What follows belongs to an exercise in optimizing a design on an open flow for small area and a short achievable clock period; a production flow would make more cautious choices.
The RTL was checked by simulation tests, not by an equivalence proof against the original design.
No activity file was given, so power comes from the tool's default toggle rates.

## run A
==> flow/design.v <==
`timescale 1ns / 1ps
module adress_checker(
    input clk,
    input rst,
    input [63:0] address,          
    input [63:0] size,             
    input valid,                   
    input [3:0] start,             
    input [3:0] complete,          
    output reg [1:0] dependency    
    );
reg [63:0] address_buffer [0:3];       
reg [63:0] end_plus1_buffer [0:3];     
reg [3:0] end_plus1_top;               
reg [3:0] busy;
reg [3:0] free;      
function lt64;
    input [63:0] x;
    input [63:0] y;
    reg [63:0] g, p;
    integer k, w;
    begin
        g = y & ~x;
        p = y | ~x;
        for (w = 32; w >= 1; w = w / 2)
            for (k = 0; k < w; k = k + 1) begin
                g[k] = g[2*k+1] | (p[2*k+1] & g[2*k]);
                p[k] = p[2*k+1] & p[2*k];
            end
        lt64 = g[0];
    end
endfunction
function [63:0] add64;
    input [63:0] x;
    input [63:0] y;
    reg [63:0] g, p;
    integer k, l, s;
    begin
        g = x & y;
        p = x ^ y;
        for (l = 0; l < 6; l = l + 1) begin
            s = 1 << l;
            for (k = 63; k >= 0; k = k - 1)
                if ((k & s) != 0) begin
                    g[k] = g[k] | (p[k] & g[(k & ~(2*s-1)) + s - 1]);
                    p[k] = p[k] & p[(k & ~(2*s-1)) + s - 1];
                end
        end
        add64 = (x ^ y) ^ {g[62:0], 1'b0};
    end
endfunction
wire [63:0] end_plus1 = add64(address, size);
wire end_plus1_is_top = ~|end_plus1;
reg [3:0] clash;
reg [3:0] take;
integer i;
always @(*) begin
    for (i = 0; i < 4; i = i + 1)
        clash[i] = busy[i]
                 & (end_plus1_top[i] | lt64(address, end_plus1_buffer[i]))
                 & (end_plus1_is_top | lt64(address_buffer[i], end_plus1));
    take[0] = ~busy[0];
    take[1] = busy[0] & ~busy[1];
    take[2] = busy[0] & busy[1] & ~busy[2];
    take[3] = busy[0] & busy[1] & busy[2] & ~busy[3];
end
always @(posedge clk) begin
    for (i = 0; i < 4; i = i + 1) begin
        address_buffer[i] <= (address_buffer[i] & {64{busy[i]}}) | (address & {64{free[i]}});
        end_plus1_buffer[i] <= (end_plus1_buffer[i] & {64{busy[i]}}) | (end_plus1 & {64{free[i]}});
        end_plus1_top[i] <= (end_plus1_top[i] & busy[i]) | (end_plus1_is_top & free[i]);
    end
end
always @(posedge clk) begin
    if (~rst) begin
        busy <= 0;
        free <= 4'b1111;
        dependency <= 0;
    end
    else begin
        if (valid)
            dependency <= (&busy) ? 2'b11 : (|clash) ? 2'b01 : 2'b00;
        busy <= (busy & ~complete) | (take & {4{valid & ~|clash}});
        free <= ~((busy & ~complete) | (take & {4{valid & ~|clash}}));
    end
end
endmodule
export LEC_CHECK = 0
export ABC_AREA = 1
export CAP_MARGIN = 20
export CORE_MARGIN = 2
export CORE_UTILIZATION = 60
export CTS_CLUSTER_DIAMETER = 100
export CTS_CLUSTER_SIZE = 25
export SETUP_SLACK_MARGIN = 3.2
export SLEW_MARGIN = 20
export TNS_END_PERCENT = 10
create_clock -name core_clock -period 7.5 [get_ports {clk}]
run.sh (not shown) runs the stock make flow with config.mk's settings and CLKGATE_MAP_FILE= SYNTH_SCRIPT=/design/flow/synth_recipe.tcl, a recipe that flattens the netlist after the stock synthesis.
What run B does differently from run A at the input level:
==> flow/flow/run.sh (new file) <==
#!/bin/bash
# Standard ORFS layout (standard.sh) with two changes:
# - the half/full adder cells are don't-use, so Yosys leaves adder and
#   comparator logic to ABC instead of extracting ha/fa cells;
# - the port buffers that buffer_ports inserts are buf_4 cells.
set -e
cat >> config.mk <<'EOF'
export DONT_USE_CELLS += sky130_fd_sc_hd__ha_1 sky130_fd_sc_hd__ha_2 sky130_fd_sc_hd__ha_4 sky130_fd_sc_hd__fa_1 sky130_fd_sc_hd__fa_2 sky130_fd_sc_hd__fa_4 sky130_fd_sc_hd__fah_1 sky130_fd_sc_hd__fahcin_1 sky130_fd_sc_hd__fahcon_1
export BUFFER_PORTS_ARGS = -buffer_cell sky130_fd_sc_hd__buf_4
EOF
bash standard.sh > standard.log 2>&1
==> flow/standard.sh (new file) <==
#!/bin/bash
# synth_recipe.tcl (not shown) runs the flow's synth.tcl, then flattens the netlist and writes it again
# the make line also repeats each setting of config.mk as NAME=value (left out here)
make -C /OpenROAD-flow-scripts/flow DESIGN_CONFIG=/design/flow/config.mk WORK_HOME=/design/flow/orfs CLKGATE_MAP_FILE= SYNTH_SCRIPT=/design/flow/synth_recipe.tcl "${@:-finish}"
--- a/flow/config.mk
+++ b/flow/config.mk
@@ -16,0 +17,2 @@
+export DONT_USE_CELLS += sky130_fd_sc_hd__ha_1 sky130_fd_sc_hd__ha_2 sky130_fd_sc_hd__ha_4 sky130_fd_sc_hd__fa_1 sky130_fd_sc_hd__fa_2 sky130_fd_sc_hd__fa_4 sky130_fd_sc_hd__fah_1 sky130_fd_sc_hd__fahcin_1 sky130_fd_sc_hd__fahcon_1
+export BUFFER_PORTS_ARGS = -buffer_cell sky130_fd_sc_hd__buf_4
removed: flow/run.sh
==> comparison <==
- Run B against run A; leakage power total is up slightly.
- Sort run A and run B by routing usage on met2, ascending, and run B comes first.
- Run B vs run A: internal power of the cells down by a few percent
- Between run A and run B, the difference in worst hold slack after final layout is negligible.
- Run B vs run A: gate count after technology mapping up
- Number of cells on the worst reg-to-reg path: lower on run A
- Diff run A and run B: average vias per placed instance higher in run A
- Sort run A and run B by area growth from synthesis to final layout, ascending, and run B comes first.
- Per the comparison of run B with run A, simple-gate portion of the synthesized area rose by 2.5 points; floorplan die area now sits higher; area of the placeable core saw an increase.
Input-level comparison between run C and run B:
--- a/flow/flow/run.sh
+++ b/flow/flow/run.sh
@@ -5 +5 @@
-# - the port buffers that buffer_ports inserts are buf_4 cells.
+# - the port buffers that buffer_ports inserts are buf_2 cells.
@@ -9 +9 @@
-export BUFFER_PORTS_ARGS = -buffer_cell sky130_fd_sc_hd__buf_4
+export BUFFER_PORTS_ARGS = -buffer_cell sky130_fd_sc_hd__buf_2
--- a/flow/config.mk
+++ b/flow/config.mk
@@ -14 +14 @@
-export SETUP_SLACK_MARGIN = 3.2
+export SETUP_SLACK_MARGIN = 3.4
@@ -16 +16 @@
-export TNS_END_PERCENT = 10
+export TNS_END_PERCENT = 0
@@ -18 +18 @@
-export BUFFER_PORTS_ARGS = -buffer_cell sky130_fd_sc_hd__buf_4
+export BUFFER_PORTS_ARGS = -buffer_cell sky130_fd_sc_hd__buf_2
[summary]
Compared to run B, run C shows a wider setup margin.
In the tables for run C and run B, portion of total power attributed to combinational logic reads lower with run B.
Across both runs, worst reg-to-reg path cell count was lower for run C than for run B.
On met2 demand-to-capacity share in global routing, the lower figure sits with run B, not run C.
Count of clock-buffer cells in the layout for run C is higher than for run B.
Here is what was changed in the inputs of run D compared with run C.
--- a/flow/config.mk
+++ b/flow/config.mk
@@ -14 +14 @@
-export SETUP_SLACK_MARGIN = 3.4
+export SETUP_SLACK_MARGIN = 3.2
@@ -16 +16 @@
-export TNS_END_PERCENT = 0
+export TNS_END_PERCENT = 10
### Flow results
Changes observed in run D relative to run C: count of vias placed by the detailed router saw a decrease; number of logic stages on the critical path including buffering saw an increase; relative contribution of the clock network to total power saw an increase; vertical die dimension saw little to no change; power saw a decrease.
The lower register-to-register slack of run C and run D is in run D.
Run D can be clocked slower than run C.
[run D] sequential share of layout area rose 2.8 points relative to run C
Setup slack (run D over run C): decrease, 0.090 ns
Run D against run C: area of all placed cells without fillers went down, routed wire length fell about 7%.
## Diff of input files: run E against run D
--- a/flow/config.mk
+++ b/flow/config.mk
@@ -14 +14 @@
-export SETUP_SLACK_MARGIN = 3.2
+export SETUP_SLACK_MARGIN = 3.5
Notes after the runs:
- Run E: no failed stages, no open violations at the end
- Global routing usage on met1 ended up 0.57 points higher on run E than on run D.
- Looking at register-to-register slack across both flows, run E is the stronger of the two, with run D trailing.
- Run E -> run D: transition time at the pin with the least slew margin flat
- The HPWL reported at the end of detailed placement on run E is in line with that on run D.
- On final period demand of the worst path, the lower figure sits with run E, not run D.
- On flip-flop and latch share of the layout cell area: between run D and run E, it ends up higher for run D.
- Setup slack: run E more than run D

---

## main
Starts from the design.v that is shown in full above.
clock: 7.5 ns
lec_check: 0
abc_area: 1
cap_margin: 20
core_margin: 2
core_utilization: 60
cts_cluster_diameter: 100
cts_cluster_size: 25
setup_slack_margin: 3.3
slew_margin: 20
tns_end_percent: 10
buffer_ports_args: -buffer_cell sky130_fd_sc_hd__buf_2
standard.sh (not shown) runs the stock make flow with config.mk's settings and CLKGATE_MAP_FILE= SYNTH_SCRIPT=/design/flow/synth_recipe.tcl, a recipe that flattens the netlist after the stock synthesis.
==> flow/flow/run.sh <==
#!/bin/bash
# Standard ORFS layout (standard.sh) with two changes:
# - the half/full adder cells are don't-use, so Yosys leaves adder and
#   comparator logic to ABC instead of extracting ha/fa cells;
# - the port buffers that buffer_ports inserts are buf_2 cells.
set -e
cat >> config.mk <<'EOF'
export DONT_USE_CELLS += sky130_fd_sc_hd__ha_1 sky130_fd_sc_hd__ha_2 sky130_fd_sc_hd__ha_4 sky130_fd_sc_hd__fa_1 sky130_fd_sc_hd__fa_2 sky130_fd_sc_hd__fa_4 sky130_fd_sc_hd__fah_1 sky130_fd_sc_hd__fahcin_1 sky130_fd_sc_hd__fahcon_1
export BUFFER_PORTS_ARGS = -buffer_cell sky130_fd_sc_hd__buf_2
EOF
bash standard.sh > standard.log 2>&1
## Diff of input files: the feature branch against main
-- flow/config.mk --
<<< main, line 13
export CTS_CLUSTER_SIZE = 25
export SETUP_SLACK_MARGIN = 3.3
export SLEW_MARGIN = 20
>>> the feature branch, line 13
export CTS_CLUSTER_SIZE = 25
export SETUP_SLACK_MARGIN = 3.1
export SLEW_MARGIN = 20
Results
- The feature branch vs. main: detailed route wirelength on metal2 went up by about 2%, flip-flop and latch share of the layout cell area down 1.0 points, post-route minimum period about even, area added between synthesis and finish went up.
- Compared the feature branch against main; smallest hold slack within noise.
- Changes observed in the feature branch relative to main: combinational share of power shows an increase of 1.3 points; depth of the critical timing path with buffers and inverters included up 15%; power moved up; routed wire length saw an increase.

==> what the ideal ports hide <==
The flow's constraints put no driver on any port. The routed layouts listed below were extracted and timed again, unchanged, in two steps.
Step 1 sets driving cells, clkbuf_16 on the clock port and buf_2 on the other inputs (assumed; they add their load-dependent delay and slew).
Step 2, shift: input delay + t, output delay - t, t = (earliest + latest rising clock arrival at the registers) / 2. This alone moves slack from input paths to output paths.
Slacks: ideal ports / drivers / drivers and shift; pairs: ideal ports / drivers.
| run | shift t [ns] | setup WS [ns] | hold slack, ns | worst setup path after step 2 | worst slew at a driven data input, ns |
|---|---|---|---|---|---|
| run A | 0.643 | 2.602 / 2.626 / 1.983 | 0.466 / 0.466 / 0.466 | input to register | 0.05 |
| run B | 0.655 | 3.126 / 3.163 / 2.508 | 0.463 / 0.463 / 0.463 | input to register | 0.06 |
| run C | 0.647 | 3.200 / 3.242 / 2.595 | 0.473 / 0.473 / 0.473 | input to register | 0.06 |
| run D | 0.655 | 3.110 / 3.148 / 2.492 | 0.473 / 0.473 / 0.473 | input to register | 0.05 |
| run E | 0.647 | 3.200 / 3.242 / 2.595 | 0.473 / 0.473 / 0.473 | input to register | 0.06 |
| main | 0.657 | 3.154 / 3.192 / 2.535 | 0.471 / 0.471 / 0.471 | input to register | 0.05 |
| the feature branch | 0.656 | 3.151 / 3.183 / 2.527 | 0.469 / 0.469 / 0.469 | input to register | 0.05 |
After both steps every run listed still meets setup and hold. The setup slack of the feature branch, which loses most, moves by +0.032 ns with the drivers and by -0.624 ns with both steps.
